Context: an optimization exercise on an open-source flow, tuned for small area. The choices shown serve that exercise and are no tape-out recipe. Function was checked by simulation only, so behaviour that the tests miss may differ from the original.

[design.v]
module decimator (
   input             clk,
   input             rstn,
   input             enable,
   input      [4:0]  tdc,         
   output reg        sflag,       
   output     [15:0] dec_hi       
   );
   reg [3:0]  cnt;
   reg [4:0]  in1, in2;
   reg [16:0] i1, i2, j3;
   reg [16:0] r1, r2, c1;
   reg [17:0] c2;
   reg [18:0] c3;
   wire [16:0] g1 = enable ? {{12{in2[4]}}, in2} : 17'd0;
   wire [16:0] g2 = enable ? i1 : 17'd0;
   wire [16:0] g3 = enable ? i2 : 17'd0;
   wire [16:0] j3f = sflag ? 17'd0 : j3;
   wire [16:0] n1, n2, n3;
   rca #(17) u_i1 (.a(i1), .b(g1), .ci(1'b0), .s(n1));
   rca #(17) u_i2 (.a(i2), .b(g2), .ci(1'b0), .s(n2));
   rca #(17) u_i3 (.a(j3f), .b(g3), .ci(1'b0), .s(n3));
   wire [16:0] f1, f2;
   wire [17:0] v1;
   wire [18:0] v2;
   wire [19:0] dec;
   rca #(17) u_f1 (.a(j3), .b(~r1), .ci(1'b1), .s(f1));
   rca #(17) u_f2 (.a(f1), .b(~r2), .ci(1'b1), .s(f2));
   rca #(18) u_v1 (.a({f2[16], f2}), .b({c1[16], c1}), .ci(1'b0), .s(v1));
   rca #(19) u_v2 (.a({v1[17], v1}), .b({c2[17], c2}), .ci(1'b0), .s(v2));
   rca #(20) u_v3 (.a({v2[18], v2}), .b({c3[18], c3}), .ci(1'b0), .s(dec));
   always @(posedge clk or negedge rstn) begin
      if (!rstn) begin
         cnt <= 4'd0;
         sflag <= 1'b0;
         in1 <= 5'd0;
         in2 <= 5'd0;
         i1 <= 17'd0;
         i2 <= 17'd0;
         j3 <= 17'd0;
         r1 <= 17'd0;
         r2 <= 17'd0;
         c1 <= 17'd0;
         c2 <= 18'd0;
         c3 <= 19'd0;
      end
      else begin
         sflag <= enable & (cnt == 4'd1);
         if (enable) begin
            cnt <= cnt + 4'd1;
            in1 <= tdc ^ 5'h10;
            in2 <= in1;
         end
         i1 <= n1;
         i2 <= n2;
         j3 <= n3;
         if (sflag) begin
            r1 <= j3;
            r2 <= f1;
            c1 <= f2;
            c2 <= v1;
            c3 <= v2;
         end
      end
   end
   assign dec_hi = {dec[19], dec[19:5]};
endmodule
module loop_filter (
   input                    clk,
   input                    rstn,
   input                    start,
   input             [15:0] x_in,
   input  signed     [17:0] a2,
   input  signed     [17:0] a3,
   input  signed     [17:0] b1,
   input  signed     [17:0] b2,
   output reg        [15:0] y,
   output                   valid
   );
   reg               run;
   reg        [3:0]  t;
   reg        [15:0] x;
   reg signed [18:0] acc;
   reg signed [13:0] s2;
   reg signed [12:0] s3;
   wire p1 = (t[3:2] == 2'b00);
   wire p3 = (t[3:2] == 2'b11);
   wire p2 = ~p1 & ~p3;
   wire first = (t == 4'd0) | (t == 4'd4) | (t == 4'd12);
   wire [2:0]  j  = t[2:0] - 3'd4;
   wire [2:0]  mB = p2 ? j : {t[1:0], 1'b1};
   wire [16:0] ye = {y, 1'b0};
   wire        xprev = ~first & x[15];
   wire [2:0]  trX0 = {x[1:0], xprev};
   wire [2:0]  trX1 = x[3:1];
   wire [2:0]  trY0 = ye[{t[1:0], 2'b00} +: 3];
   wire [2:0]  trYB = ye[{mB, 1'b0} +: 3];
   wire [2:0]  trA = p3 ? trY0 : trX0;
   wire [2:0]  trB = p1 ? trX1 : trYB;
   wire signed [18:0] mulA = p1 ? {b1, 1'b0} : p2 ? {b2, 1'b0} : {a3[17], a3};
   wire signed [20:0] mulB = p2 ? {{3{a2[17]}}, a2} : {mulA, 2'b00};
   wire negA = trA[2];
   wire oneA = trA[1] ^ trA[0];
   wire twoA = trA[2] ? ~(trA[1] | trA[0]) : (trA[1] & trA[0]);
   wire negB = trB[2] ^ p2;
   wire oneB = trB[1] ^ trB[0];
   wire twoB = trB[2] ? ~(trB[1] | trB[0]) : (trB[1] & trB[0]);
   wire [22:0] mA23 = {{4{mulA[18]}}, mulA};
   wire [22:0] mB23 = {{2{mulB[20]}}, mulB};
   wire [22:0] ppA = oneA ? mA23 : twoA ? {mA23[21:0], 1'b0} : 23'd0;
   wire [22:0] ppB = oneB ? mB23 : twoB ? {mB23[21:0], 1'b0} : 23'd0;
   wire [22:0] rowA = ppA ^ {23{negA}};
   wire [22:0] rowB = ppB ^ {23{negB}};
   wire [22:0] acc_in = first ? 23'd0 : {{4{acc[18]}}, acc};
   wire [22:0] cs_s = acc_in ^ rowA ^ rowB;
   wire [22:0] cs_c = (acc_in & rowA) | (acc_in & rowB) | (rowA & rowB);
   wire [22:0] sum;
   rca #(23) u_sum (.a(cs_s), .b({cs_c[21:0], negA}), .ci(negB), .s(sum));
   wire [14:0] zh;
   rca #(15) u_z (.a({sum[22], sum[22:9]}), .b({s2[13], s2}), .ci(1'b0), .s(zh));
   wire [19:0] z = {zh, sum[8:4]};
   wire [15:0] ynew = (z[19:15] == 5'b00000 || z[19:15] == 5'b11111) ? z[15:0] :
                      (z[19] ? 16'h8000 : 16'h7fff);
   wire [13:0] s2new;
   rca #(14) u_s2 (.a(sum[20:7]), .b(~{s3[12], s3}), .ci(1'b1), .s(s2new));
   wire [12:0] s3new = sum[21:9];
   always @(posedge clk)
      acc <= p2 ? sum[20:2] : sum[22:4];
   always @(posedge clk)
      x <= start ? x_in : p1 ? {x[3:0], x[15:4]} : {x[1:0], x[15:2]};
   assign valid = run & (t == 4'd4);
   always @(posedge clk or negedge rstn) begin
      if (!rstn) begin
         run <= 1'b0;
         t <= 4'd0;
         y <= 16'd0;
         s2 <= 14'sd0;
         s3 <= 13'sd0;
      end
      else begin
         if (start) begin
            run <= 1'b1;
            t <= 4'd0;
         end
         else if (run) begin
            t <= t + 4'd1;
            if (t == 4'd15)
               run <= 1'b0;
         end
         if (run & (t == 4'd3))
            y <= ynew;
         if (run & (t == 4'd11))
            s2 <= s2new;
         if (run & (t == 4'd15))
            s3 <= s3new;
      end
   end
endmodule
module dlf_core (
   input             clk,
   input             rstn,
   input             dlf_en,
   input  [4:0]      tdc_dout,
   input  [17:0]     dlf_a2,
   input  [17:0]     dlf_a3,
   input  [17:0]     dlf_b1,
   input  [17:0]     dlf_b2,
   input  [14:0]     dlf_sdm_nc_in,
   output [15:0]     dlf_out,
   output            dlf_valid
   );
   wire        sflag;
   wire [15:0] dec_hi;
   wire [15:0] dlf_in;
   rca #(16) u_x (.a(dec_hi), .b(~{1'b0, dlf_sdm_nc_in}), .ci(1'b1), .s(dlf_in));
   decimator decimator_1 (
      .clk(clk),
      .rstn(rstn),
      .enable(dlf_en),
      .tdc(tdc_dout),
      .sflag(sflag),
      .dec_hi(dec_hi)
      );
   loop_filter loop_filter_1 (
      .clk(clk),
      .rstn(rstn),
      .start(sflag),
      .x_in(dlf_in),
      .a2(dlf_a2),
      .a3(dlf_a3),
      .b1(dlf_b1),
      .b2(dlf_b2),
      .y(dlf_out),
      .valid(dlf_valid)
      );
endmodule
module rca #(parameter W = 8) (
   input  [W-1:0] a,
   input  [W-1:0] b,
   input          ci,
   output [W-1:0] s
   );
   wire [W:0] c;
   assign c[0] = ci;
   genvar i;
   generate
      for (i = 0; i < W; i = i + 1) begin : bit_
         assign s[i] = a[i] ^ b[i] ^ c[i];
         assign c[i+1] = (a[i] & b[i]) | (c[i] & (a[i] ^ b[i]));
      end
   endgenerate
endmodule
[flow/run.sh]
#!/bin/bash
# Own flow: the standard layout (standard.sh) with two changes:
#  - the buffers that the placement step puts on the input and output ports
#    are sky130_fd_sc_hd__buf_1 instead of the placer's default buffer cell;
#  - clock tree synthesis uses clkbuf_16 buffers in clusters of up to 30
#    sinks and inserts no dummy load cells.
set -euo pipefail
export BUFFER_PORTS_ARGS="-buffer_cell sky130_fd_sc_hd__buf_1"
export CTS_ARGS="-sink_clustering_enable -repair_clock_nets -dont_use_dummy_load -buf_list sky130_fd_sc_hd__clkbuf_16 -sink_clustering_size 30 -sink_clustering_max_diameter 100"
bash standard.sh > standard.log 2>&1
[standard.sh]
#!/bin/bash
# synth_recipe.tcl (not shown) runs the flow's synth.tcl, then flattens the netlist and writes it again
# the make line also repeats each setting of config.mk as NAME=value (left out here)
make -C /OpenROAD-flow-scripts/flow DESIGN_CONFIG=/design/flow/config.mk WORK_HOME=/design/flow/orfs CLKGATE_MAP_FILE= SYNTH_SCRIPT=/design/flow/synth_recipe.tcl "${@:-finish}"
[config.mk]
export PLATFORM = sky130hd
export DESIGN_NAME = dlf_core
export DESIGN_NICKNAME = dlf_core
export VERILOG_FILES = /design/flow/design.v
export SDC_FILE = /design/flow/constraint.sdc
export NUM_CORES = 4
export LEC_CHECK = 0
export CAP_MARGIN = 20
export CORE_MARGIN = 2
export CORE_UTILIZATION = 60
export SLEW_MARGIN = 20
[constraint.sdc]
create_clock -name core_clock -period 25.0 [get_ports {clk}]
set_input_delay 5.0000 -clock core_clock [delete_from_list [all_inputs] [get_ports {clk}]]
set_output_delay 5.0000 -clock core_clock [all_outputs]
set_load 0.01 [all_outputs]
==> impl_metrics.ini, run 1 <==
[die]
io-pin-count = 112
die_y_um = 168.1
initial_utilization_pct = 60.45
core_area_mm2 = 0.02673
core.rowCount = 60
chipWidth_um = 168.1
die_area_mm2 = 0.02826

[detailed_routing]
drc = 0
drtAntennaViolNets = 0
dr_total_vias = 9888
drt-pass1-iter-count = 5
vias_per_cell = 5.377
drt_first_iter_violations = 655
wl_per_cell_um = 16.60
drt_wl_total_mm = 30.53

[finish]
nets = 1828
fin_cells = 1839
final_cell_mix = fa_1 (204), dfrtp_1 (201), inv_1 (195)
syn_to_final_growth_pct = 5.591
drive_above_1_share_pct = 9.947
mostFrequentLayoutCell = fa_1
n_antenna_cell = 0
fillerInstances = 2211

[timing]
rsz0062_at_grt = false
fin_crit_ns = 16.25
tightest_slew_ns = 1.002
fmaxAchievable_ghz = 0.06152
timing.final.crit_share_pct = 65.02
tns_ns = 0
finalHoldViolCount = 0
drv_slew = 0
setup_violations = 0
relSlewSlack_pct = 33.23
fin_skew_ns = 0.03525

[grt]
grt_max_degree = 163
grt_pass1_vias = 10354
grt_usage_pct = 22.86
grt_first_pass_wirelength_mm = 51.98
grt-ovfl-total = 0
antenna_found_initial = 0

[logic_synthesis]
synth_seq_cells = 237
synth.top_cell.area_share_pct = 31.29
synth_area_leaders = dfrtp_1 (31%), fa_1 (25%), mux2_2 (6.9%), inv_1 (4.5%), dfxtp_1 (4.3%)
synthCells = 1439
synth_warnings = 2
syn_nets = 1767
synth_top_area_cell = dfrtp_1
async_reset_ff_share_pct = 85.23
syn_avg_cell_area_um2 = 11.23
synth_cell_type_count = 65
synth_edf_count = 0
seq_area_frac_synth_pct = 35.62
ys.flop_type = dfrtp_1
synth_area_mm2 = 0.01616

[clock_tree]
clk_path_buf_depth = 3
cts.repair.resized = 0
clk_latency_ns = 0.49
cts_inserted_buffers = 12
htreeDepth = 1
cts_tree = built
postCtsSetupRepairBufs = 0
cts-root-buf = clkbuf_16
cts_sinks = 237
clkTransAtPathRegs_ns = 0.11
ctsHoldBuffers = 0

[status]
status = finished clean

[setup_path]
slowest_delay_ns = 0.57
required_ns = 25.34
crit_path_end_kind = register
crit_top_cell = fa_1
crit_fanout = 15
critPathKind = input pin to register
arrival_ns = 16.59
worstSetupStartpointType = input pin
slowest_stage = fa_1

[job]
cap_violations = 0

[worst_hold_path]
hp-class = register to register

[placed_design]
hpwl_mm = 23.20
dp_cells = 1827
gp_congestion = 0.8601
io_buffer_count = 111
-- worst paths after layout --
| kind | from | cells after the start | endpoint | slack [ns] |
|---|---|---|---|---|
| min in group asynchronous | rstn | 1 | loop_filter_1.s2[10] | 4.54 |
| worst min-delay path | decimator_1.cnt[3] | 1 | decimator_1.sflag | 0.46 |
| worst max register to register | loop_filter_1.t[2] | 52 | loop_filter_1.y[5] | 9.99 |
| max in group asynchronous | rstn | 2 | decimator_1.r2[12] | 19.19 |
| worst max-delay path | dlf_b2[0] | 44 | loop_filter_1.y[5] | 8.75 |
| worst min register to register | decimator_1.cnt[3] | 1 | decimator_1.sflag | 0.46 |
-- state kept, by name, indices dropped and copies added (netlist names), 5 cells and up --
| name | count |
|---|---|
| decimator_1.c2 | 18 |
| decimator_1.j3 | 17 |
| loop_filter_1.x | 16 |
| loop_filter_1.s2 | 14 |
| decimator_1.c1 | 17 |
| decimator_1.c3 | 19 |
| decimator_1.in1 | 5 |
| loop_filter_1.acc | 19 |
| decimator_1.i1 | 17 |
| decimator_1.i2 | 17 |
| decimator_1.r2 | 17 |
| loop_filter_1.y | 16 |
| decimator_1.r1 | 17 |
| decimator_1.in2 | 5 |
| loop_filter_1.s3 | 13 |
-- final cells by class --
type,instances,area [µm²],share of cell area (%)
multi-input cells,934,9348,54.79
flip-flops and latches,237,5759,33.76
inverters,197,739.5,4.334
repair buffers,118,486.7,2.853
well taps,341,426.7,2.501
clock buffers,12,300.3,1.760
-- layer usage --
layer	GRT usage [%]	vias up	wire (µm)
li1	-	4723	-
met1	34.28	4938	14650
met2	36.72	205	14060
met3	3.432	22	1558
met4	3.561	0	259
met5	0	-	0
-- metrics by stage --
stage          util, %  instance area, µm²  setup WS, ns  hold WS (ns)
2_1_floorplan        -               16160         8.952        0.4260
3_3_place_gp     62.70               16760         8.366        0.4406
3_5_place_dp     62.70               16760         8.234        0.4445
4_1_cts          63.82               17060         8.704        0.4616
5_1_grt          63.83               17060         8.024        0.4870
6_report         63.83               17060         8.745        0.4646
-- kinds of logic after synthesis --
family,share of synthesized area [%]
buffers and inverters,6.598
AND/OR/NAND/NOR,7.791
adder cells (fa/ha/maj),27.52
flip-flops,35.62
XOR/XNOR,3.624
AO/OA/AOI/OAI,8.317
multiplexers,10.52
-- Yosys cell counts, drive strengths merged, types with 3 or more instances --
| cell | number |
|---|---|
| a21o | 4 |
| a21oi | 43 |
| a221oi | 16 |
| and2 | 41 |
| and3 | 3 |
| buf | 25 |
| clkbuf | 46 |
| dfrtp | 202 |
| dfxtp | 35 |
| fa | 204 |
| ha | 29 |
| inv | 197 |
| mux2 | 99 |
| mux2i | 46 |
| mux4 | 5 |
| nand2 | 146 |
| nand3 | 5 |
| nor2 | 50 |
| nor2b | 18 |
| nor3 | 6 |
| nor3b | 3 |
| o21ai | 97 |
| o22a | 9 |
| o22ai | 8 |
| o31ai | 10 |
| xnor2 | 41 |
| xor2 | 22 |
-- critical path: cells and delay by family --
kind | cells | cell delay [ns]
and+or+nand+nor | 4 | 0.52
adders and majority gates | 24 | 8.85
AOI/OAI and AO/OA | 6 | 1.44
xor gates and xnor gates | 1 | 0.11
buffers and inverters | 8 | 0.56
muxes | 1 | 0.12
==> run 2: changes to the inputs <==
--- a/design.v
+++ b/design.v
@@ -98,5 +98,5 @@
    wire [2:0]  trA = p3 ? trY0 : trX0;
    wire [2:0]  trB = p1 ? trX1 : trYB;
-   wire signed [18:0] mulA = p1 ? {b1, 1'b0} : p2 ? {b2, 1'b0} : {a3[17], a3};
+   wire signed [18:0] mulA = p1 ? {b1[17], b1} : p2 ? {b2, 1'b0} : {a3[17], a3};
    wire signed [20:0] mulB = p2 ? {{3{a2[17]}}, a2} : {mulA, 2'b00};
    wire negA = trA[2];
@@ -106,18 +106,18 @@
    wire oneB = trB[1] ^ trB[0];
    wire twoB = trB[2] ? ~(trB[1] | trB[0]) : (trB[1] & trB[0]);
-   wire [22:0] mA23 = {{4{mulA[18]}}, mulA};
-   wire [22:0] mB23 = {{2{mulB[20]}}, mulB};
-   wire [22:0] ppA = oneA ? mA23 : twoA ? {mA23[21:0], 1'b0} : 23'd0;
-   wire [22:0] ppB = oneB ? mB23 : twoB ? {mB23[21:0], 1'b0} : 23'd0;
-   wire [22:0] rowA = ppA ^ {23{negA}};
-   wire [22:0] rowB = ppB ^ {23{negB}};
-   wire [22:0] acc_in = first ? 23'd0 : {{4{acc[18]}}, acc};
-   wire [22:0] cs_s = acc_in ^ rowA ^ rowB;
-   wire [22:0] cs_c = (acc_in & rowA) | (acc_in & rowB) | (rowA & rowB);
-   wire [22:0] sum;
-   rca #(23) u_sum (.a(cs_s), .b({cs_c[21:0], negA}), .ci(negB), .s(sum));
+   wire [21:0] mA22 = {{3{mulA[18]}}, mulA};
+   wire [21:0] mB22 = {mulB[20], mulB};
+   wire [21:0] ppA = oneA ? mA22 : twoA ? {mA22[20:0], 1'b0} : 22'd0;
+   wire [21:0] ppB = oneB ? mB22 : twoB ? {mB22[20:0], 1'b0} : 22'd0;
+   wire [21:0] rowA = ppA ^ {22{negA}};
+   wire [21:0] rowB = ppB ^ {22{negB}};
+   wire [21:0] acc_in = first ? 22'd0 : {{3{acc[18]}}, acc};
+   wire [21:0] cs_s = acc_in ^ rowA ^ rowB;
+   wire [21:0] cs_c = (acc_in & rowA) | (acc_in & rowB) | (rowA & rowB);
+   wire [21:0] sum;
+   rca #(22) u_sum (.a(cs_s), .b({cs_c[20:0], negA}), .ci(negB), .s(sum));
    wire [14:0] zh;
-   rca #(15) u_z (.a({sum[22], sum[22:9]}), .b({s2[13], s2}), .ci(1'b0), .s(zh));
-   wire [19:0] z = {zh, sum[8:4]};
+   rca #(15) u_z (.a({sum[21], sum[21:8]}), .b({s2[13], s2}), .ci(1'b0), .s(zh));
+   wire [19:0] z = {zh, sum[7:3]};
    wire [15:0] ynew = (z[19:15] == 5'b00000 || z[19:15] == 5'b11111) ? z[15:0] :
                       (z[19] ? 16'h8000 : 16'h7fff);
@@ -126,5 +126,5 @@
    wire [12:0] s3new = sum[21:9];
    always @(posedge clk)
-      acc <= p2 ? sum[20:2] : sum[22:4];
+      acc <= p2 ? sum[20:2] : {sum[21], sum[21:4]};
    always @(posedge clk)
       x <= start ? x_in : p1 ? {x[3:0], x[15:4]} : {x[1:0], x[15:2]};
--- a/config.mk
+++ b/config.mk
@@ -6,6 +6,7 @@
 export NUM_CORES = 4
 export LEC_CHECK = 0
+export ABC_AREA = 1
 export CAP_MARGIN = 20
 export CORE_MARGIN = 2
-export CORE_UTILIZATION = 60
+export CORE_UTILIZATION = 85
 export SLEW_MARGIN = 20
==> run 2 against run 1 <==
Net effect:
- register-to-register slack better by 0.40 ns
- area after synthesis down 1.1%
- critical endpoint unchanged
- sequential share of layout area up 0.72 points
- count of clock-buffer cells in the layout down 1
- global-route usage up 18 points
- setup slack better by 0.42 ns
- wire length up 26%
- synthesized cell count up 22%
- first-iteration DRC count up 56%
- worst hold slack better by 0.0089 ns
==> impl_metrics.ini, run 2 <==
[die]
die_y_um = 141.1
initial_utilization_pct = 85.99
core_area_mm2 = 0.01858
io-pin-count = 112
die_area_mm2 = 0.01991
core.rowCount = 50
chipWidth_um = 141.1

[grt]
grt_max_degree = 127
grt_pass1_vias = 12577
grt_usage_pct = 40.64
grt-ovfl-total = 0
busiest_layer = met2
grt_first_pass_wirelength_mm = 62.58
antenna_found_initial = 0
met2_usage_pct = 67.48
use_met3_pct = 8.560
grt_use_met1_pct = 54.57

[clock_tree]
postCtsSetupRepairBufs = 0
clk_latency_ns = 0.49
clkTransAtPathRegs_ns = 0.12
cts_tree = built
htreeDepth = 1
cts.repair.resized = 0
ctsHoldBuffers = 0
clk_path_buf_depth = 3
cts_sinks = 237
cts-root-buf = clkbuf_16
cts_inserted_buffers = 11

[setup_path]
crit_path_end_kind = register
required_ns = 25.34
arrival_ns = 16.18
worstSetupStartpointType = input pin
slowest_delay_ns = 0.60
crit_fanout = 15
slowest_stage = a21oi_2
crit_top_cell = fa_1
critPathKind = input pin to register

[logic_synthesis]
syn_avg_cell_area_um2 = 9.120
synthCells = 1752
synth_edf_count = 0
synth_seq_cells = 237
synth_warnings = 2
yosysMostFrequentCell = nand2_1
async_reset_ff_share_pct = 85.23
syn_nets = 2079
synth_area_mm2 = 0.01598
synth_area_leaders = dfrtp_1 (32%), fa_1 (25%), nand2_1 (10%), inv_1 (6.9%), o21ai_0 (5.6%)
seq_area_frac_synth_pct = 36.02
ys.flop_type = dfrtp_1
synth_common_cells = nand2_1 (438), inv_1 (292), dfrtp_1 (202), fa_1 (202), o21ai_0 (178)
synth.top_cell.area_share_pct = 31.64
synth_cell_type_count = 42
synth_top_area_cell = dfrtp_1

[finish]
n_antenna_cell = 0
syn_to_final_growth_pct = 4.487
final_cell_mix = nand2_1 (438), inv_1 (292), fa_1 (202)
mostFrequentLayoutCell = nand2_1
nets = 2136
drive_above_1_share_pct = 3.597
utilization_pct = 89.85
reg_top3 = decimator_1.c3 x19, loop_filter_1.acc x19, decimator_1.c2 x18
fin_cells = 2041

[detailed_routing]
drtAntennaViolNets = 0
drt-pass1-iter-count = 5
drt_wl_total_mm = 38.58
drc = 0
vias_per_cell = 5.967
dr_total_vias = 12179
drt_first_iter_violations = 1019
wl_per_cell_um = 18.90

[status]
status = finished clean

[placed_design]
hpwl_mm = 28.52
gp_congestion = 0.9653
dp_cells = 2030
io_buffer_count = 111
pre_cts_ws_ns = 8.417

[worst_hold_path]
hp-class = register to register

[timing]
setup_violations = 0
fmaxAchievable_ghz = 0.06316
timing.final.crit_share_pct = 63.34
tns_ns = 0
finalHoldViolCount = 0
tightest_slew_ns = 1.030
rsz0062_at_grt = false
fin_skew_ns = 0.02986
fin_crit_ns = 15.83
relSlewSlack_pct = 31.32
drv_slew = 0
fin_ws_ns = 9.166

[job]
cap_violations = 0
run 2: stage by stage:
step,instance area (µm²),hold slack (ns)
6_report,16690,0.4734
5_1_grt,16690,0.4918
4_1_cts,16690,0.4738
3_5_place_dp,16410,0.4568
3_3_place_gp,16410,0.4410
2_1_floorplan,15980,0.4256
run 2: kinds of logic (layout without fill, tap and decap cells):
logic type,after synthesis,after routing,share of synthesized area (%)
multiplexers,2,2,0.1409
adder cells (fa/ha/maj),232,232,27.66
flip-flops,237,237,36.02
AO/OA/AOI/OAI,270,270,9.076
buffers and inverters,375,430,9.295
AND/OR/NAND/NOR,576,576,14.52
XOR/XNOR,60,60,3.289
run 2: per-layer routing:
metal  wire length [µm]  share of wire, %
met5                  0                 0
met4               1396               3.6
met3               3449               8.9
met2              19250                50
met1              14480                38
run 2: path summary, 6_finish.rpt:
kind	slack [ns]	cells after the start	to	startpoint
min in group asynchronous	4.62	1	decimator_1.c3[11]	rstn
hold reg to reg	0.47	2	loop_filter_1.x[12]	loop_filter_1.x[14]
setup reg to reg	10.39	52	loop_filter_1.y[5]	loop_filter_1.t[2]
max in group asynchronous	18.11	3	decimator_1.r2[6]	rstn
hold / removal	0.47	2	loop_filter_1.x[12]	loop_filter_1.x[14]
setup / recovery	9.17	46	loop_filter_1.y[5]	dlf_b2[0]
run 2: final cells by class:
type | count | area [µm²]
clock buffers | 11 | 275.3
fillers | 794 | 1886
inverters | 299 | 1129
multi-input cells | 1140 | 8748
flip-flops and latches | 237 | 5757
well taps | 234 | 292.8
repair buffers | 120 | 493.0
run 2: critical path, delay by kind of cell:
family | cells | cell delay (ns)
xor+xnor | 3 | 0.63
simple gates | 8 | 0.69
compound gates | 5 | 1.20
fa+ha+maj | 22 | 8.11
buf+inv | 8 | 0.55
==> run 3: changes to the inputs <==
--- a/config.mk
+++ b/config.mk
@@ -9,4 +9,5 @@
 export CAP_MARGIN = 20
 export CORE_MARGIN = 2
-export CORE_UTILIZATION = 85
+export CORE_UTILIZATION = 75
+export GPL_TIMING_DRIVEN = 0
 export SLEW_MARGIN = 20
==> run 3 against run 2 <==
Net effect:
- via count down 2.3%
- utilization down 7.8 points
- maximum frequency down 1.4%
- critical path depth down 1
- final cell count up 5.6%
- area after synthesis unchanged
- sequential cell count unchanged
- worst hold slack worse by 0.026 ns
- critical path type unchanged
- critical endpoint is now loop_filter_1.y[13]
==> impl_metrics.ini, run 3 <==
[status]
status = finished clean

[clock_tree]
cts_inserted_buffers = 12
clk_latency_ns = 0.50
clk_path_buf_depth = 3
cts_tree = built
cts-root-buf = clkbuf_16
htreeDepth = 1
ctsHoldBuffers = 0
cts_sinks = 237
clkTransAtPathRegs_ns = 0.12
postCtsSetupRepairBufs = 0
cts.repair.resized = 0

[die]
core_area_mm2 = 0.02096
die_y_um = 150.0
chipWidth_um = 150.0
io-pin-count = 112
initial_utilization_pct = 76.25
core.rowCount = 53
die_area_mm2 = 0.02249

[logic_synthesis]
synth_xor_area_share_pct = 3.289
synth_area_leaders = dfrtp_1 (32%), fa_1 (25%), nand2_1 (10%), inv_1 (6.9%), o21ai_0 (5.6%)
synth_mux_area_share_pct = 0.1410
yosys.area_share.adder_pct = 27.66
synth_edf_count = 0
synth_cell_type_count = 42
ys.flop_type = dfrtp_1
synth_compound_area_share_pct = 9.076
synth_top_family_by_area = adder cells
seq_area_frac_synth_pct = 36.02
synth.top_cell.area_share_pct = 31.64
yosysMostFrequentCell = nand2_1
syn_avg_cell_area_um2 = 9.120
async_reset_ff_share_pct = 85.23
synth_warnings = 2
synth_seq_cells = 237
synth_area_mm2 = 0.01598
syn_nets = 2079
synthCells = 1752
synth_simple_gate_area_share_pct = 14.52
synth_top_area_cell = dfrtp_1
synth_common_cells = nand2_1 (438), inv_1 (292), dfrtp_1 (202), fa_1 (202), o21ai_0 (178)

[finish]
drive_above_1_share_pct = 4.253
n_antenna_cell = 0
reg_top3 = decimator_1.c3 x19, loop_filter_1.acc x19, decimator_1.c2 x18
syn_to_final_growth_pct = 7.549
nets = 2210
final_cell_mix = nand2_1 (438), inv_1 (292), fa_1 (202), dfrtp_1 (202), o21ai_0 (178)
mostFrequentLayoutCell = nand2_1

[grt]
grt_max_degree = 34
grt_pass1_vias = 12299
antenna_found_initial = 0
grt-ovfl-total = 0
grt_usage_pct = 34.78
grt_first_pass_wirelength_mm = 60.40

[placed_design]
io_buffer_count = 110
gp_congestion = 0.9247
hpwl_mm = 29.73

[setup_path]
r2r_start = loop_filter_1.t[2]
crit_fanout = 10
crit_top_cell = fa_1
worstSetupStartpointType = input pin
required_ns = 25.36
reg2reg_depth = 50
slowest_delay_ns = 0.50
r2r-end = loop_filter_1.y[13]
regToRegSetupSlack_ns = 10.84
slowest_stage = fa_1
critPathKind = input pin to register
arrival_ns = 16.41
crit_path_end_kind = register

[timing]
timing.final.crit_share_pct = 64.22
tns_ns = 0
relSlewSlack_pct = 32.76
rsz0062_at_grt = false
setup_violations = 0
fin_skew_ns = 0.08004
drv_slew = 0
tightest_slew_ns = 1.000
finalHoldViolCount = 0
fmaxAchievable_ghz = 0.06229
fin_crit_ns = 16.05

[worst_hold_path]
holdPathEnd = loop_filter_1.x[13]
hp-class = register to register
hold_path.startpoint = loop_filter_1.x[15]
hold_depth = 2

[detailed_routing]
dr_total_vias = 11903
drtAntennaViolNets = 0
wl_per_cell_um = 17.27
drt_first_iter_violations = 787
drc = 0
vias_per_cell = 5.521
drt_wl_total_mm = 37.24
drt-pass1-iter-count = 6

[job]
cap_violations = 0
==> run 3: cell type report <==
| class | instances | area [µm²] |
|---|---|---|
| Multi-Input combinational cell | 1140 | 8737 |
| Sequential cell | 237 | 5756 |
| Fill cell | 1305 | 3771 |
| Inverter | 299 | 1127 |
| Timing Repair Buffer | 117 | 561.8 |
| Buffer | 76 | 357.8 |
| Tap cell | 275 | 344.1 |
| Clock buffer | 12 | 300.3 |
==> run 3: logic make-up after synthesis <==
logic type / count (synthesis)
mux: 2
buf+inv: 375
compound gates: 270
fa+ha+maj: 232
simple gates: 576
flops: 237
xor+xnor: 60
==> run 3: routing by layer <==
layer,share of wire (%),global-route usage [%],up-vias
met1,42,49.58,5839
li1,-,-,5546
met4,2.1,8.585,0
met2,48,57.33,454
met5,0,0,-
met3,7.8,5.488,64
==> run 3: worst max-delay path by stage <==
| stage | from | slack (ns) | end |
|---|---|---|---|
| floorplan | dlf_b1[0] | 9.62 | loop_filter_1.y[10] |
| global placement | dlf_b1[0] | 8.75 | loop_filter_1.y[8] |
| detailed placement | dlf_b2[0] | 8.50 | loop_filter_1.y[8] |
| CTS | dlf_b2[0] | 9.02 | loop_filter_1.y[8] |
| global route | dlf_b2[0] | 8.34 | loop_filter_1.y[13] |
| finish | dlf_b1[1] | 8.95 | loop_filter_1.y[13] |
==> run 3: worst max-delay path: cells and delay by family <==
kind	cells	cell delay, ns
AO/OA/AOI/OAI	5	1.09
adder cells (fa/ha/maj)	22	8.11
AND/OR/NAND/NOR	6	0.61
XOR/XNOR	3	0.59
buffers and inverters	9	0.98
==> run 3: metrics by stage <==
| step | cell area (µm²) | utilization [%] | instances | setup slack, ns | hold WS, ns |
|---|---|---|---|---|---|
| after floorplan | 15980 | - | 1752 | 9.622 | 0.4256 |
| final | 17180 | 82.00 | 2156 | 8.946 | 0.4474 |
| after CTS | 17180 | 82.00 | 2156 | 9.016 | 0.4449 |
| after global routing | 17180 | 82.00 | 2156 | 8.336 | 0.4641 |
| after global placement | 16730 | 79.86 | 2137 | 8.752 | 0.4454 |
| after detailed placement | 16880 | 80.57 | 2144 | 8.504 | 0.4493 |
==> run 4: changes to the inputs <==
--- a/config.mk
+++ b/config.mk
@@ -10,4 +10,3 @@
 export CORE_MARGIN = 2
 export CORE_UTILIZATION = 75
-export GPL_TIMING_DRIVEN = 0
 export SLEW_MARGIN = 20
==> run 4 against run 3 <==
Net effect:
- die area unchanged
- via count decreased by 4.5%
- sequential share of layout area increased by 0.88 points
- critical path type unchanged
- critical endpoint is now loop_filter_1.y[5]
- largest cell class unchanged
==> impl_metrics.ini, run 4 <==
[status]
status = finished clean

[grt]
grt_max_degree = 152
grt_first_pass_wirelength_mm = 56.27
antenna_found_initial = 0
grt-ovfl-total = 0
grt_usage_pct = 32.05
grt_pass1_vias = 11527

[die]
io-pin-count = 112
core_area_mm2 = 0.02096
die_area_mm2 = 0.02249
core.rowCount = 53
chipWidth_um = 150.0
die_y_um = 150.0
initial_utilization_pct = 76.25

[setup_path]
arrival_ns = 15.96
crit_fanout = 15
slowest_delay_ns = 0.58
crit_path_end_kind = register
slowest_stage = a21oi_2
required_ns = 25.34
crit_top_cell = fa_1
critPathKind = input pin to register
worstSetupStartpointType = input pin

[clock_tree]
clkTransAtPathRegs_ns = 0.11
cts-root-buf = clkbuf_16
clk_path_buf_depth = 3
ctsHoldBuffers = 0
htreeDepth = 1
postCtsSetupRepairBufs = 0
cts_sinks = 237
cts.repair.resized = 0
clk_latency_ns = 0.48
cts_inserted_buffers = 11
cts_tree = built

[timing]
relSlewSlack_pct = 35.90
whs_ns = 0.4638
setup_violations = 0
fmaxAchievable_ghz = 0.06399
tightest_slew_ns = 0.9614
fin_skew_ns = 0.02109
fin_ws_ns = 9.373
fin_crit_ns = 15.63
tns_ns = 0
rsz0062_at_grt = false
finalHoldViolCount = 0
timing.final.crit_share_pct = 62.51
drv_slew = 0

[placed_design]
hpwl_mm = 25.90
gp_congestion = 0.9228
pre_cts_ws_ns = 8.509
dpl_cell_area_mm2 = 0.01647
io_buffer_count = 111

[finish]
nets = 2135
syn_to_final_growth_pct = 4.816
fillerInstances = 1389
stdcell_area_mm2 = 0.01675
reg_top3 = decimator_1.c3 x19, loop_filter_1.acc x19, decimator_1.c2 x18
final_cell_mix = nand2_1 (438), inv_1 (292), fa_1 (202)
n_antenna_cell = 0
drive_above_1_share_pct = 3.544
mostFrequentLayoutCell = nand2_1

[logic_synthesis]
async_reset_ff_share_pct = 85.23
seq_area_frac_synth_pct = 36.02
synthCells = 1752
yosys.area_share.adder_pct = 27.66
synth_top_area_cell = dfrtp_1
synth_edf_count = 0
synth.top_cell.area_share_pct = 31.64
synth_common_cells = nand2_1 (438), inv_1 (292), dfrtp_1 (202), fa_1 (202), o21ai_0 (178)
syn_nets = 2079
synth_warnings = 2
synth_area_mm2 = 0.01598
synth_compound_area_share_pct = 9.076
synth_xor_area_share_pct = 3.289
synth_seq_cells = 237
synth_mux_area_share_pct = 0.1410
synth_simple_gate_area_share_pct = 14.52
synth_area_leaders = dfrtp_1 (32%), fa_1 (25%), nand2_1 (10%), inv_1 (6.9%), o21ai_0 (5.6%)
yosysMostFrequentCell = nand2_1
synth_cell_type_count = 42
synth_top_family_by_area = adder cells
syn_avg_cell_area_um2 = 9.120
ys.flop_type = dfrtp_1

[detailed_routing]
vias_per_cell = 5.460
drc = 0
drt_first_iter_violations = 799
drt-pass1-iter-count = 5
drt_wl_total_mm = 33.97
wl_per_cell_um = 16.32
drtAntennaViolNets = 0
dr_total_vias = 11362

[job]
cap_violations = 0

[worst_hold_path]
hp-class = register to register
[run 4: cell counts after synthesis]
Identical to the previous run, type by type.
[run 4: worst paths after layout]
check	start	to	slack [ns]	cells past startpoint
worst max-delay path	dlf_b2[0]	loop_filter_1.y[5]	9.37	46
worst min-delay path	decimator_1.cnt[3]	decimator_1.sflag	0.46	1
worst max register to register	loop_filter_1.t[2]	loop_filter_1.y[5]	10.65	52
worst min register to register	decimator_1.cnt[3]	decimator_1.sflag	0.46	1
max in group asynchronous	rstn	decimator_1.i1[11]	19.05	2
min in group asynchronous	rstn	decimator_1.c2[11]	4.59	1
[run 4: cell families (layout without fill, tap and decap cells)]
kind of cell,Yosys count,in the layout
simple gates,576,576
flops,237,237
fa+ha+maj,232,232
compound gates,270,270
buf+inv,375,429
mux,2,2
xor+xnor,60,60
[run 4: cell type report]
cell class / instances / area [µm²] / share of cell area [%]
clock buffer: 11 / 275.3 / 1.644
inverter: 299 / 1129 / 6.739
multi-input combinational: 1140 / 8748 / 52.24
sequential: 237 / 5757 / 34.37
tap: 275 / 344.1 / 2.055
timing repair buffer: 119 / 494.2 / 2.951
[run 4: per-stage QoR]
stage	util, %	cells
global placement	78.59	2070
CTS	79.90	2081
floorplan	-	1752
finish	79.92	2081
global route	79.92	2081
detailed placement	78.59	2070
[run 4: layer usage]
layer  vias to the layer above  part of all wire (%)  GRT usage [%]
met2                       412                    47          51.21
met3                        40                   9.2          7.927
li1                       5392                     -              -
met4                         0                   1.3          5.708
met1                      5518                    42          46.26
met5                         -                     0              0
[run 4: critical path, delay by kind of cell]
kind	cells	cell delay [ns]
fa+ha+maj	22	8.02
xor+xnor	3	0.59
simple gates	8	0.64
compound gates	5	1.16
buf+inv	8	0.54
==> run 5: changes to the inputs <==
==> flow/run.sh (replaced) <==
#!/bin/bash
# Own flow: the standard layout (standard.sh) with two changes:
#  - the buffers that the placement step puts on the input and output ports
#    are sky130_fd_sc_hd__buf_1 instead of the placer's default buffer cell;
#  - clock tree synthesis uses clkbuf_8 buffers in clusters of up to 18
#    sinks and inserts no dummy load cells.
set -euo pipefail
export BUFFER_PORTS_ARGS="-buffer_cell sky130_fd_sc_hd__buf_1"
export CTS_ARGS="-sink_clustering_enable -repair_clock_nets -dont_use_dummy_load -buf_list sky130_fd_sc_hd__clkbuf_8 -sink_clustering_size 18 -sink_clustering_max_diameter 80"
bash standard.sh > standard.log 2>&1
==> run 5 against run 4 <==
Net effect:
- sequential cell count unchanged
- clock skew up 0.044 ns
- critical path depth unchanged
- largest cell class unchanged
==> impl_metrics.ini, run 5 <==
[placed_design]
gp_congestion = 0.9228
dp_cells = 2070
hpwl_mm = 25.90
pre_cts_ws_ns = 8.509
io_buffer_count = 111
dpl_cell_area_mm2 = 0.01647

[job]
cap_violations = 0

[setup_path]
reg2reg_depth = 52
crit_path_end_kind = register
regToRegSetupSlack_ns = 10.61
crit_fanout = 15
r2r-end = loop_filter_1.y[7]
critPathKind = input pin to register
arrival_ns = 15.94
crit_top_cell = fa_1
r2r_start = loop_filter_1.t[2]
slowest_stage = a21oi_2
required_ns = 25.37
slowest_delay_ns = 0.58
worstSetupStartpointType = input pin

[detailed_routing]
dr_total_vias = 11391
drtAntennaViolNets = 0
wl_per_cell_um = 16.26
drt-pass1-iter-count = 6
vias_per_cell = 5.458
drt_first_iter_violations = 779
drc = 0
drt_wl_total_mm = 33.93

[finish]
stdcell_area_mm2 = 0.01671
mostFrequentLayoutCell = nand2_1
drive_above_1_share_pct = 3.863
fin_cells = 2087
n_antenna_cell = 0
final_cell_mix = nand2_1 (438), inv_1 (292), fa_1 (202)
syn_to_final_growth_pct = 4.557
reg_top3 = decimator_1.c3 x19, loop_filter_1.acc x19, decimator_1.c2 x18
fillerInstances = 1414
nets = 2141

[die]
initial_utilization_pct = 76.25
die_area_mm2 = 0.02249
core.rowCount = 53
io-pin-count = 112
die_y_um = 150.0
core_area_mm2 = 0.02096
chipWidth_um = 150.0

[logic_synthesis]
synth_seq_cells = 237
synth_top_area_cell = dfrtp_1
synth_area_mm2 = 0.01598
synth_area_leaders = dfrtp_1 (32%), fa_1 (25%), nand2_1 (10%), inv_1 (6.9%), o21ai_0 (5.6%)
syn_nets = 2079
synth_simple_gate_area_share_pct = 14.52
seq_area_frac_synth_pct = 36.02
synth.top_cell.area_share_pct = 31.64
synth_cell_type_count = 42
synth_edf_count = 0
synth_mux_area_share_pct = 0.1410
synth_compound_area_share_pct = 9.076
synth_xor_area_share_pct = 3.289
synthCells = 1752
yosysMostFrequentCell = nand2_1
syn_avg_cell_area_um2 = 9.120
ys.flop_type = dfrtp_1
synth_common_cells = nand2_1 (438), inv_1 (292), dfrtp_1 (202), fa_1 (202), o21ai_0 (178)
yosys.area_share.adder_pct = 27.66
synth_warnings = 2
async_reset_ff_share_pct = 85.23
synth_top_family_by_area = adder cells

[timing]
fin_crit_ns = 15.58
drv_slew = 0
tns_ns = 0
fmaxAchievable_ghz = 0.06420
fin_ws_ns = 9.424
timing.final.crit_share_pct = 62.30
tightest_slew_ns = 0.9147
fin_skew_ns = 0.06487
setup_violations = 0
finalHoldViolCount = 0
relSlewSlack_pct = 38.87
rsz0062_at_grt = false

[grt]
antenna_found_initial = 0
grt_pass1_vias = 11601
grt_max_degree = 152
grt_usage_pct = 32.06
grt_first_pass_wirelength_mm = 56.21
grt-ovfl-total = 0

[clock_tree]
cts_sinks = 237
postCtsSetupRepairBufs = 0
clkTransAtPathRegs_ns = 0.12
cts-root-buf = clkbuf_8
clk_path_buf_depth = 3
htreeDepth = 1
clk_latency_ns = 0.54
ctsHoldBuffers = 0
cts_tree = built
cts_inserted_buffers = 17
cts.repair.resized = 0

[worst_hold_path]
hp-class = register to register
hold_depth = 1
hold_path.startpoint = decimator_1.cnt[3]
holdPathEnd = decimator_1.sflag

[status]
status = finished clean
==> run 5: cell types whose count changed in the layout (fill, tap and decap cells not counted), sizes merged <==
cell / before / now
clkbuf: 13 / 19
==> run 5: metal layers <==
metal | GRT usage [%] | part of all wire (%) | vias to the layer above
li1 | - | - | 5404
met1 | 45.13 | 43 | 5575
met2 | 51.64 | 47 | 369
met3 | 8.537 | 9.0 | 43
met4 | 6.415 | 1.4 | 0
met5 | 0 | 0 | -
==> run 5: how the worst max path moves through the flow <==
stage | from | to | slack [ns]
after floorplan | dlf_b1[0] | loop_filter_1.y[10] | 9.62
after global placement | dlf_b2[0] | loop_filter_1.y[8] | 8.84
after detailed placement | dlf_b2[0] | loop_filter_1.y[4] | 8.51
after CTS | dlf_b2[0] | loop_filter_1.y[5] | 9.11
after global routing | dlf_a3[1] | loop_filter_1.y[8] | 8.77
final | dlf_b2[0] | loop_filter_1.y[7] | 9.42
==> run 5: layout make-up <==
class | count | area (µm²) | area share [%]
Timing Repair Buffer | 119 | 494.2 | 2.958
Clock buffer | 17 | 234.0 | 1.401
Sequential cell | 237 | 5757 | 34.46
Inverter | 299 | 1129 | 6.756
Multi-Input combinational cell | 1140 | 8748 | 52.37
Tap cell | 275 | 344.1 | 2.060
==> run 5: kinds of logic (layout without fill, tap and decap cells) <==
logic type	Yosys count	count (layout)
buffers and inverters	375	435
flip-flops	237	237
XOR/XNOR	60	60
multiplexers	2	2
adder cells (fa/ha/maj)	232	232
AND/OR/NAND/NOR	576	576
AO/OA/AOI/OAI	270	270
==> run 5: critical path, delay by kind of cell <==
family	cells	cell delay, ns
AO/OA/AOI/OAI	5	1.17
XOR/XNOR	3	0.58
adder cells (fa/ha/maj)	22	8.03
buffers and inverters	8	0.54
AND/OR/NAND/NOR	8	0.64
==> run 5: metrics by stage <==
step	hold WS, ns	util (%)
floorplan	0.4256	-
global placement	0.4393	78.59
detailed placement	0.4368	78.59
CTS	0.4648	79.71
global route	0.4868	79.72
finish	0.4648	79.72
==> run 6: changes to the inputs <==
--- a/design.v
+++ b/design.v
@@ -79,13 +79,16 @@
    );
    reg               run;
-   reg        [3:0]  t;
+   reg        [3:0]  t;           
    reg        [15:0] x;
-   reg signed [18:0] acc;
-   reg signed [13:0] s2;
+   reg signed [19:0] acc;
+   reg signed [14:0] s2m;         
    reg signed [12:0] s3;
    wire p1 = (t[3:2] == 2'b00);
    wire p3 = (t[3:2] == 2'b11);
    wire p2 = ~p1 & ~p3;
-   wire first = (t == 4'd0) | (t == 4'd4) | (t == 4'd12);
+   wire t0 = (t == 4'd0);
+   wire first = t0 | (t == 4'd4) | (t == 4'd12);
+   wire t3 = (t == 4'd3);
+   wire t11 = (t == 4'd11);
    wire [2:0]  j  = t[2:0] - 3'd4;
    wire [2:0]  mB = p2 ? j : {t[1:0], 1'b1};
@@ -98,6 +101,6 @@
    wire [2:0]  trA = p3 ? trY0 : trX0;
    wire [2:0]  trB = p1 ? trX1 : trYB;
-   wire signed [18:0] mulA = p1 ? {b1[17], b1} : p2 ? {b2, 1'b0} : {a3[17], a3};
-   wire signed [20:0] mulB = p2 ? {{3{a2[17]}}, a2} : {mulA, 2'b00};
+   wire signed [19:0] mulA = p1 ? {{2{b1[17]}}, b1} : p2 ? {b2, 2'b00} : {{2{a3[17]}}, a3};
+   wire signed [21:0] mulB = p2 ? {{3{a2[17]}}, a2, 1'b0} : {mulA, 2'b00};
    wire negA = trA[2];
    wire oneA = trA[1] ^ trA[0];
@@ -106,50 +109,48 @@
    wire oneB = trB[1] ^ trB[0];
    wire twoB = trB[2] ? ~(trB[1] | trB[0]) : (trB[1] & trB[0]);
-   wire [21:0] mA22 = {{3{mulA[18]}}, mulA};
-   wire [21:0] mB22 = {mulB[20], mulB};
-   wire [21:0] ppA = oneA ? mA22 : twoA ? {mA22[20:0], 1'b0} : 22'd0;
-   wire [21:0] ppB = oneB ? mB22 : twoB ? {mB22[20:0], 1'b0} : 22'd0;
-   wire [21:0] rowA = ppA ^ {22{negA}};
-   wire [21:0] rowB = ppB ^ {22{negB}};
-   wire [21:0] acc_in = first ? 22'd0 : {{3{acc[18]}}, acc};
-   wire [21:0] cs_s = acc_in ^ rowA ^ rowB;
-   wire [21:0] cs_c = (acc_in & rowA) | (acc_in & rowB) | (rowA & rowB);
-   wire [21:0] sum;
-   rca #(22) u_sum (.a(cs_s), .b({cs_c[20:0], negA}), .ci(negB), .s(sum));
-   wire [14:0] zh;
-   rca #(15) u_z (.a({sum[21], sum[21:8]}), .b({s2[13], s2}), .ci(1'b0), .s(zh));
-   wire [19:0] z = {zh, sum[7:3]};
+   wire [22:0] mA23 = {{3{mulA[19]}}, mulA};
+   wire [22:0] mB23 = {mulB[21], mulB};
+   wire [22:0] ppA = oneA ? mA23 : twoA ? {mA23[21:0], 1'b0} : 23'd0;
+   wire [22:0] ppB = oneB ? mB23 : twoB ? {mB23[21:0], 1'b0} : 23'd0;
+   wire [22:0] rowA = ppA ^ {23{negA}};
+   wire [22:0] rowB = ppB ^ {23{negB}};
+   wire [22:0] acc_in = first ? {2'b00, t0, 20'd0} : {{3{acc[19]}}, acc};
+   wire [14:0] kv = t3 ? s2m : t11 ? ~{{2{s3[12]}}, s3} : 15'd0;
+   wire [22:0] k = {kv, 8'd0};
+   wire [22:0] c1s = acc_in ^ rowA ^ rowB;
+   wire [22:0] c1c = (acc_in & rowA) | (acc_in & rowB) | (rowA & rowB);
+   wire [22:0] c1cs = {c1c[21:0], negA};
+   wire [22:8] l2s = c1s[22:8] ^ c1cs[22:8] ^ k[22:8];
+   wire [21:8] l2c = (c1s[21:8] & c1cs[21:8]) | (c1s[21:8] & k[21:8]) | (c1cs[21:8] & k[21:8]);
+   wire [22:0] sum;
+   rca #(23) u_sum (.a({l2s, c1s[7:0]}), .b({l2c, 1'b0, c1cs[7:0]}), .ci(negB), .s(sum));
+   wire [19:0] z = sum[22:3];
    wire [15:0] ynew = (z[19:15] == 5'b00000 || z[19:15] == 5'b11111) ? z[15:0] :
                       (z[19] ? 16'h8000 : 16'h7fff);
-   wire [13:0] s2new;
-   rca #(14) u_s2 (.a(sum[20:7]), .b(~{s3[12], s3}), .ci(1'b1), .s(s2new));
+   wire [14:0] s2new = sum[22:8];
    wire [12:0] s3new = sum[21:9];
    always @(posedge clk)
-      acc <= p2 ? sum[20:2] : {sum[21], sum[21:4]};
+      acc <= p2 ? sum[21:2] : {sum[22], sum[22:4]};
    always @(posedge clk)
       x <= start ? x_in : p1 ? {x[3:0], x[15:4]} : {x[1:0], x[15:2]};
+   always @(posedge clk)
+      t <= start ? 4'd0 : t + 4'd1;
    assign valid = run & (t == 4'd4);
    always @(posedge clk or negedge rstn) begin
       if (!rstn) begin
          run <= 1'b0;
-         t <= 4'd0;
          y <= 16'd0;
-         s2 <= 14'sd0;
+         s2m <= 15'h7fff;
          s3 <= 13'sd0;
       end
       else begin
-         if (start) begin
+         if (start)
             run <= 1'b1;
-            t <= 4'd0;
-         end
-         else if (run) begin
-            t <= t + 4'd1;
-            if (t == 4'd15)
-               run <= 1'b0;
-         end
-         if (run & (t == 4'd3))
+         else if (t == 4'd15)
+            run <= 1'b0;
+         if (run & t3)
             y <= ynew;
-         if (run & (t == 4'd11))
-            s2 <= s2new;
+         if (run & t11)
+            s2m <= s2new;
          if (run & (t == 4'd15))
             s3 <= s3new;
==> flow/run.sh (replaced) <==
#!/bin/bash
# Own flow: the standard layout (standard.sh) with two changes:
#  - the buffers that the placement step puts on the input and output ports
#    are sky130_fd_sc_hd__buf_1 instead of the placer's default buffer cell;
#  - clock tree synthesis uses clkbuf_16 buffers in clusters of up to 30
#    sinks and inserts no dummy load cells.
set -euo pipefail
export BUFFER_PORTS_ARGS="-buffer_cell sky130_fd_sc_hd__buf_1"
export CTS_ARGS="-sink_clustering_enable -repair_clock_nets -dont_use_dummy_load -buf_list sky130_fd_sc_hd__clkbuf_16 -sink_clustering_size 30 -sink_clustering_max_diameter 100"
bash standard.sh > standard.log 2>&1
==> run 6 against run 5 <==
Net effect:
- sequential cell count is 2 higher
- global-route usage grew 1.0 points
- highest routed layer unchanged
- via count grew 0.81%
- sequential share of layout area grew 0.46 points
- final cell count is 0.34% lower
- count of clock-buffer cells in the layout is 5 lower
- wire length up 2.4%
- critical endpoint is now loop_filter_1.y[1]
- register-to-register slack gained 1.5 ns
- area after synthesis decreased by 0.93%
==> impl_metrics.ini, run 6 <==
[detailed_routing]
drt-pass1-iter-count = 5
vias_per_cell = 5.521
drtAntennaViolNets = 0
drt_wl_total_mm = 34.73
drt_first_iter_violations = 884
drc = 0
wl_per_cell_um = 16.70
dr_total_vias = 11483

[placed_design]
gp_congestion = 0.9190
io_buffer_count = 111
pre_cts_ws_ns = 10.69
hpwl_mm = 26.31

[logic_synthesis]
yosysMostFrequentCell = nand2_1
syn_avg_cell_area_um2 = 9.019
synth_compound_area_share_pct = 9.912
synth_seq_cells = 239
synth_simple_gate_area_share_pct = 15.06
syn_nets = 2069
synth_mux_area_share_pct = 0.07114
synth.top_cell.area_share_pct = 29.09
synth_common_cells = nand2_1 (462), inv_1 (262), o21ai_0 (217)
synth_cell_type_count = 46
synth_top_area_cell = dfrtp_1
yosys.area_share.adder_pct = 26.37
seq_area_frac_synth_pct = 36.64
synth_xor_area_share_pct = 3.265
synthCells = 1755
synth_area_mm2 = 0.01583
async_reset_ff_share_pct = 83.26
synth_top_family_by_area = adder cells
synth_area_leaders = dfrtp_1 (29%), fa_1 (24%), nand2_1 (11%), o21ai_0 (6.9%), inv_1 (6.2%)
synth_warnings = 2
synth_edf_count = 0
ys.flop_type = dfrtp_1

[setup_path]
reg2reg_depth = 50
slowest_delay_ns = 0.44
crit_path_end_kind = register
critPathKind = input pin to register
crit_fanout = 15
required_ns = 25.35
slowest_stage = fa_1
crit_top_cell = fa_1
worstSetupStartpointType = input pin
regToRegSetupSlack_ns = 12.09
arrival_ns = 14.13

[clock_tree]
cts_inserted_buffers = 12
postCtsSetupRepairBufs = 0
clk_path_buf_depth = 3
cts.repair.resized = 0
clk_latency_ns = 0.51
clkTransAtPathRegs_ns = 0.11
cts-root-buf = clkbuf_16
ctsHoldBuffers = 0
htreeDepth = 1
cts_tree = built
cts_sinks = 239

[grt]
grt_first_pass_wirelength_mm = 57.68
grt_pass1_vias = 11620
grt_usage_pct = 33.11
grt_max_degree = 89
antenna_found_initial = 0
grt-ovfl-total = 0

[die]
initial_utilization_pct = 75.78
io-pin-count = 112
core.rowCount = 53
chipWidth_um = 149.3
die_y_um = 149.3
core_area_mm2 = 0.02089
die_area_mm2 = 0.02228

[timing]
finalHoldViolCount = 0
drv_slew = 0
tightest_slew_ns = 1.118
timing.final.crit_share_pct = 55.13
relSlewSlack_pct = 24.68
fin_crit_ns = 13.78
rsz0062_at_grt = false
tns_ns = 0
fin_ws_ns = 11.22
setup_violations = 0
fmaxAchievable_ghz = 0.07256
fin_skew_ns = 0.07159

[finish]
nets = 2121
mostFrequentLayoutCell = nand2_1
top_register = loop_filter_1.acc
utilization_pct = 79.53
n_antenna_cell = 0
fillerInstances = 1385
reg_top3 = loop_filter_1.acc x20, decimator_1.c3 x19, decimator_1.c2 x18
final_cell_mix = nand2_1 (462), inv_1 (262), o21ai_0 (217)
drive_above_1_share_pct = 4.709
syn_to_final_growth_pct = 4.948
largest_register_ffs = 20

[worst_hold_path]
hp-class = register to register
hold_depth = 1

[status]
status = finished clean

[job]
cap_violations = 0
[run 6: kinds of logic after synthesis]
group / Yosys count
adder cells (fa/ha/maj): 219
AND/OR/NAND/NOR: 592
buffers and inverters: 352
multiplexers: 1
flip-flops: 239
XOR/XNOR: 59
AO/OA/AOI/OAI: 293
[run 6: routing by layer]
layer	GRT usage, %	routed length, µm
met1	47.88	14500
met2	53.89	16580
met3	5.382	2831
met4	8.048	824
met5	0	0
[run 6: worst max-delay path: cells and delay by family]
family	cells	cell delay [ns]
buf+inv	7	0.47
fa+ha+maj	22	6.60
compound gates	4	0.50
simple gates	10	0.98
xor+xnor	3	0.54
[run 6: worst paths after layout]
check | startpoint | to
worst max-delay path | dlf_a3[1] | loop_filter_1.y[1]
worst min-delay path | decimator_1.cnt[3] | decimator_1.sflag
worst max register to register | loop_filter_1.t[2] | loop_filter_1.y[1]
worst min register to register | decimator_1.cnt[3] | decimator_1.sflag
max in group asynchronous | rstn | decimator_1.in1[4]
min in group asynchronous | rstn | decimator_1.c2[13]
[run 6: area by class of cell]
class	count	area (µm²)	area share [%]
clock buffers	12	300.3	1.808
well taps	275	344.1	2.071
multi-input cells	1164	8661	52.14
flip-flops and latches	239	5801	34.92
repair buffers	120	489.2	2.945
inverters	270	1017	6.123
[run 6: stage by stage]
step / hold slack, ns / instance area [µm²] / cells
after floorplan: 0.4256 / 15830 / 1755
after global placement: 0.4486 / 16310 / 2068
after detailed placement: 0.4458 / 16310 / 2068
after CTS: 0.4722 / 16610 / 2080
after global routing: 0.5012 / 16610 / 2080
final: 0.4705 / 16610 / 2080
==> run 7: changes to the inputs <==
--- a/design.v
+++ b/design.v
@@ -4,17 +4,19 @@
    input             enable,
    input      [4:0]  tdc,         
+   output            samp,        
    output reg        sflag,       
    output     [15:0] dec_hi       
    );
    reg [3:0]  cnt;
-   reg [4:0]  in1, in2;
+   reg [4:0]  in1;
    reg [16:0] i1, i2, j3;
    reg [16:0] r1, r2, c1;
    reg [17:0] c2;
    reg [18:0] c3;
-   wire [16:0] g1 = enable ? {{12{in2[4]}}, in2} : 17'd0;
+   wire [16:0] g1 = enable ? {{12{in1[4]}}, in1} : 17'd0;
    wire [16:0] g2 = enable ? i1 : 17'd0;
    wire [16:0] g3 = enable ? i2 : 17'd0;
-   wire [16:0] j3f = sflag ? 17'd0 : j3;
+   assign samp = enable & (cnt == 4'd1);
+   wire [16:0] j3f = samp ? 17'd0 : j3;
    wire [16:0] n1, n2, n3;
    rca #(17) u_i1 (.a(i1), .b(g1), .ci(1'b0), .s(n1));
@@ -35,5 +37,4 @@
          sflag <= 1'b0;
          in1 <= 5'd0;
-         in2 <= 5'd0;
          i1 <= 17'd0;
          i2 <= 17'd0;
@@ -46,14 +47,13 @@
       end
       else begin
-         sflag <= enable & (cnt == 4'd1);
+         sflag <= samp;
          if (enable) begin
             cnt <= cnt + 4'd1;
             in1 <= tdc ^ 5'h10;
-            in2 <= in1;
          end
          i1 <= n1;
          i2 <= n2;
          j3 <= n3;
-         if (sflag) begin
+         if (samp) begin
             r1 <= j3;
             r2 <= f1;
@@ -69,6 +69,8 @@
    input                    clk,
    input                    rstn,
-   input                    start,
-   input             [15:0] x_in,
+   input                    samp,       
+   input                    start,      
+   input             [15:0] dec_in,     
+   input             [14:0] nc,
    input  signed     [17:0] a2,
    input  signed     [17:0] a3,
@@ -132,6 +134,8 @@
    always @(posedge clk)
       acc <= p2 ? sum[21:2] : {sum[22], sum[22:4]};
+   wire [15:0] xnc;
+   rca #(16) u_x (.a(x), .b(~{1'b0, nc}), .ci(1'b1), .s(xnc));
    always @(posedge clk)
-      x <= start ? x_in : p1 ? {x[3:0], x[15:4]} : {x[1:0], x[15:2]};
+      x <= samp ? dec_in : start ? xnc : p1 ? {x[3:0], x[15:4]} : {x[1:0], x[15:2]};
    always @(posedge clk)
       t <= start ? 4'd0 : t + 4'd1;
@@ -171,8 +175,7 @@
    output            dlf_valid
    );
+   wire        samp;
    wire        sflag;
    wire [15:0] dec_hi;
-   wire [15:0] dlf_in;
-   rca #(16) u_x (.a(dec_hi), .b(~{1'b0, dlf_sdm_nc_in}), .ci(1'b1), .s(dlf_in));
    decimator decimator_1 (
       .clk(clk),
@@ -180,4 +183,5 @@
       .enable(dlf_en),
       .tdc(tdc_dout),
+      .samp(samp),
       .sflag(sflag),
       .dec_hi(dec_hi)
@@ -186,6 +190,8 @@
       .clk(clk),
       .rstn(rstn),
+      .samp(samp),
       .start(sflag),
-      .x_in(dlf_in),
+      .dec_in(dec_hi),
+      .nc(dlf_sdm_nc_in),
       .a2(dlf_a2),
       .a3(dlf_a3),
==> run 7 against run 6 <==
Net effect:
- maximum frequency decreased by 2.4%
- critical path depth decreased by 3
- area after synthesis decreased by 0.36%
- clock skew decreased by 0.033 ns
- non-clock buffer count increased by 2
- critical path type unchanged
==> impl_metrics.ini, run 7 <==
[grt]
grt_max_degree = 119
grt-ovfl-total = 0
antenna_found_initial = 0
grt_usage_pct = 31.45
grt_pass1_vias = 11658
grt_first_pass_wirelength_mm = 55.41

[clock_tree]
postCtsSetupRepairBufs = 0
cts-root-buf = clkbuf_16
cts_sinks = 234
htreeDepth = 1
clk_path_buf_depth = 3
cts.repair.resized = 0
clkTransAtPathRegs_ns = 0.08
clk_latency_ns = 0.48
cts_inserted_buffers = 12
cts_tree = built
ctsHoldBuffers = 0

[setup_path]
crit_path_end_kind = register
critPathBufInv = 6
arrival_ns = 14.44
crit_fanout = 15
critPathKind = input pin to register
required_ns = 25.33
slowest_delay_ns = 0.44
crit_family = adder cells
crit_top_cell = fa_1
worstSetupStartpointType = input pin
slowest_stage = fa_1

[timing]
relSlewSlack_pct = 31.12
setup_violations = 0
fin_crit_ns = 14.11
rsz0062_at_grt = false
tns_ns = 0
tightest_slew_ns = 1.033
fin_skew_ns = 0.03839
finalHoldViolCount = 0
fmaxAchievable_ghz = 0.07085
drv_slew = 0
timing.final.crit_share_pct = 56.46

[logic_synthesis]
synth_cell_type_count = 40
synth_warnings = 2
synth_seq_cells = 234
yosysMostFrequentCell = nand2_1
syn_nets = 2090
synth_area_leaders = dfrtp_1 (28%), fa_1 (24%), nand2_1 (11%), o21ai_0 (8.1%), inv_1 (6.5%)
syn_avg_cell_area_um2 = 8.876
synth_area_mm2 = 0.01577
synth_edf_count = 0
synth.top_cell.area_share_pct = 28.40
async_reset_ff_share_pct = 82.91
synthCells = 1777
synth_common_cells = nand2_1 (450), inv_1 (272), o21ai_0 (255)
seq_area_frac_synth_pct = 35.97
synth_top_area_cell = dfrtp_1
ys.flop_type = dfrtp_1

[detailed_routing]
wl_per_cell_um = 15.77
drc = 0
drt-pass1-iter-count = 6
drt_wl_total_mm = 33.18
drt_first_iter_violations = 702
vias_per_cell = 5.500
dr_total_vias = 11572
drtAntennaViolNets = 0

[status]
status = finished clean

[finish]
mostFrequentLayoutCell = nand2_1
syn_to_final_growth_pct = 5.100
n_antenna_cell = 0
largest_register_ffs = 20
nets = 2144
final_cell_mix = nand2_1 (450), inv_1 (271), o21ai_0 (255)
reg_top3 = loop_filter_1.acc x20, decimator_1.c3 x19, decimator_1.c2 x18
fillerInstances = 1411
top_register = loop_filter_1.acc
drive_above_1_share_pct = 4.429
utilization_pct = 79.61

[die]
chipWidth_um = 149.0
die_y_um = 149.0
core.rowCount = 53
die_area_mm2 = 0.02221
core_area_mm2 = 0.02082
io-pin-count = 112
initial_utilization_pct = 75.75

[worst_hold_path]
hp-class = register to register

[placed_design]
hpwl_mm = 25.41
gp_congestion = 0.9514
io_buffer_count = 111

[job]
cap_violations = 0
-- run 7: changes by cell type in the layout (fill, tap and decap cells not counted), moves of 5 or more --
| cell | previous run | this run |
|---|---|---|
| o21ai_0 | 217 | 255 |
| nor2_1 | 67 | 59 |
| inv_1 | 262 | 271 |
| nand2_4 | 5 | 0 |
| a21oi_1 | 41 | 49 |
| nand3_1 | 37 | 43 |
| nand2_1 | 462 | 450 |
-- run 7: cell families (layout without fill, tap and decap cells) --
group                      Yosys count  count (layout)  share of synthesized area [%]
and+or+nand+nor                    576             576                          14.67
buffers and inverters              363             415                          8.956
AOI/OAI and AO/OA                  329             329                          10.90
DFF                                234             234                          35.97
adders and majority gates          218             218                          26.34
xor gates and xnor gates            57              57                          3.165
-- run 7: worst paths after layout --
check / startpoint / end / slack (ns) / depth (start not counted)
worst max-delay path: dlf_b1[1] / loop_filter_1.y[2] / 10.89 / 43
worst min-delay path: loop_filter_1.s2m[14] / loop_filter_1.s2m[14] / 0.48 / 2
worst max register to register: loop_filter_1.t[2] / loop_filter_1.y[2] / 12.27 / 52
worst min register to register: loop_filter_1.s2m[14] / loop_filter_1.s2m[14] / 0.48 / 2
max in group asynchronous: rstn / loop_filter_1.s3[4] / 19.01 / 2
min in group asynchronous: rstn / decimator_1.j3[16] / 4.55 / 1
-- run 7: per-stage QoR --
step                std cells  hold slack [ns]  setup WS (ns)  area [µm²]
finish                   2104           0.4791          10.89       16580
global route             2104           0.5133          10.33       16580
CTS                      2104           0.4763          10.91       16580
detailed placement       2092           0.4631          10.47       16280
global placement         2092           0.4554          10.76       16280
floorplan                1777           0.4422          11.32       15770
-- run 7: tightest hold or removal path: stages (launching register included) --
cell and delay, ns:
dfstp_2 0.38, nand2_1 0.06, nand2_1 0.05
-- run 7: area by class of cell --
| type | instances | area, µm² | share of cell area [%] |
|---|---|---|---|
| inverter | 281 | 1055 | 6.363 |
| multi-input combinational | 1180 | 8700 | 52.48 |
| timing repair buffer | 122 | 504.2 | 3.042 |
| tap | 275 | 344.1 | 2.076 |
| sequential | 234 | 5674 | 34.23 |
| clock buffer | 12 | 300.3 | 1.811 |
-- run 7: per-layer routing --
| metal | global-route usage [%] | up-vias | part of all wire (%) |
|---|---|---|---|
| met3 | 3.823 | 70 | 6.7 |
| met1 | 43.66 | 5573 | 42 |
| met4 | 9.381 | 0 | 3.0 |
| met2 | 53.25 | 404 | 48 |
| met5 | 0 | - | 0 |
| li1 | - | 5525 | - |

## re-timing with driven ports
The flow's constraints put no driver on any port. The routed layouts listed below were extracted and timed again, unchanged, in two steps.
Step 1: set_driving_cell puts a clkbuf_16 on clk and a buf_2 on each other input, an assumption about the parent block.
Step 2 moves the port delays by t, midway between the first and last clock arrival at a register: inputs arrive t later, outputs are due t later. That takes back most of the time a late clock gives input paths.
a / b / c = ideal / step 1 / step 2; a / b = the first two.
| run | t (ns) | slack for setup (ns) | latest minus earliest clock arrival (ns) | pins driven straight from the clock port |
|---|---|---|---|---|
| run 1 | 0.518 | 8.745 / 8.772 / 8.254 | 0.036 / 0.036 | 1 |
| run 2 | 0.522 | 9.166 / 9.193 / 8.672 | 0.030 / 0.029 | 1 |
| run 3 | 0.507 | 8.946 / 8.972 / 8.465 | 0.080 / 0.080 | 1 |
| run 4 | 0.518 | 9.373 / 9.397 / 8.880 | 0.021 / 0.021 | 1 |
| run 5 | 0.550 | 9.424 / 9.444 / 8.894 | 0.065 / 0.065 | 1 |
| run 6 | 0.518 | 11.218 / 11.242 / 10.725 | 0.077 / 0.077 | 1 |
| run 7 | 0.510 | 10.885 / 10.909 / 10.398 | 0.038 / 0.039 | 1 |
After both steps setup and hold are still met in every run listed. The setup slack of run 5, which loses most, moves by +0.020 ns with the drivers and by -0.530 ns with both steps.
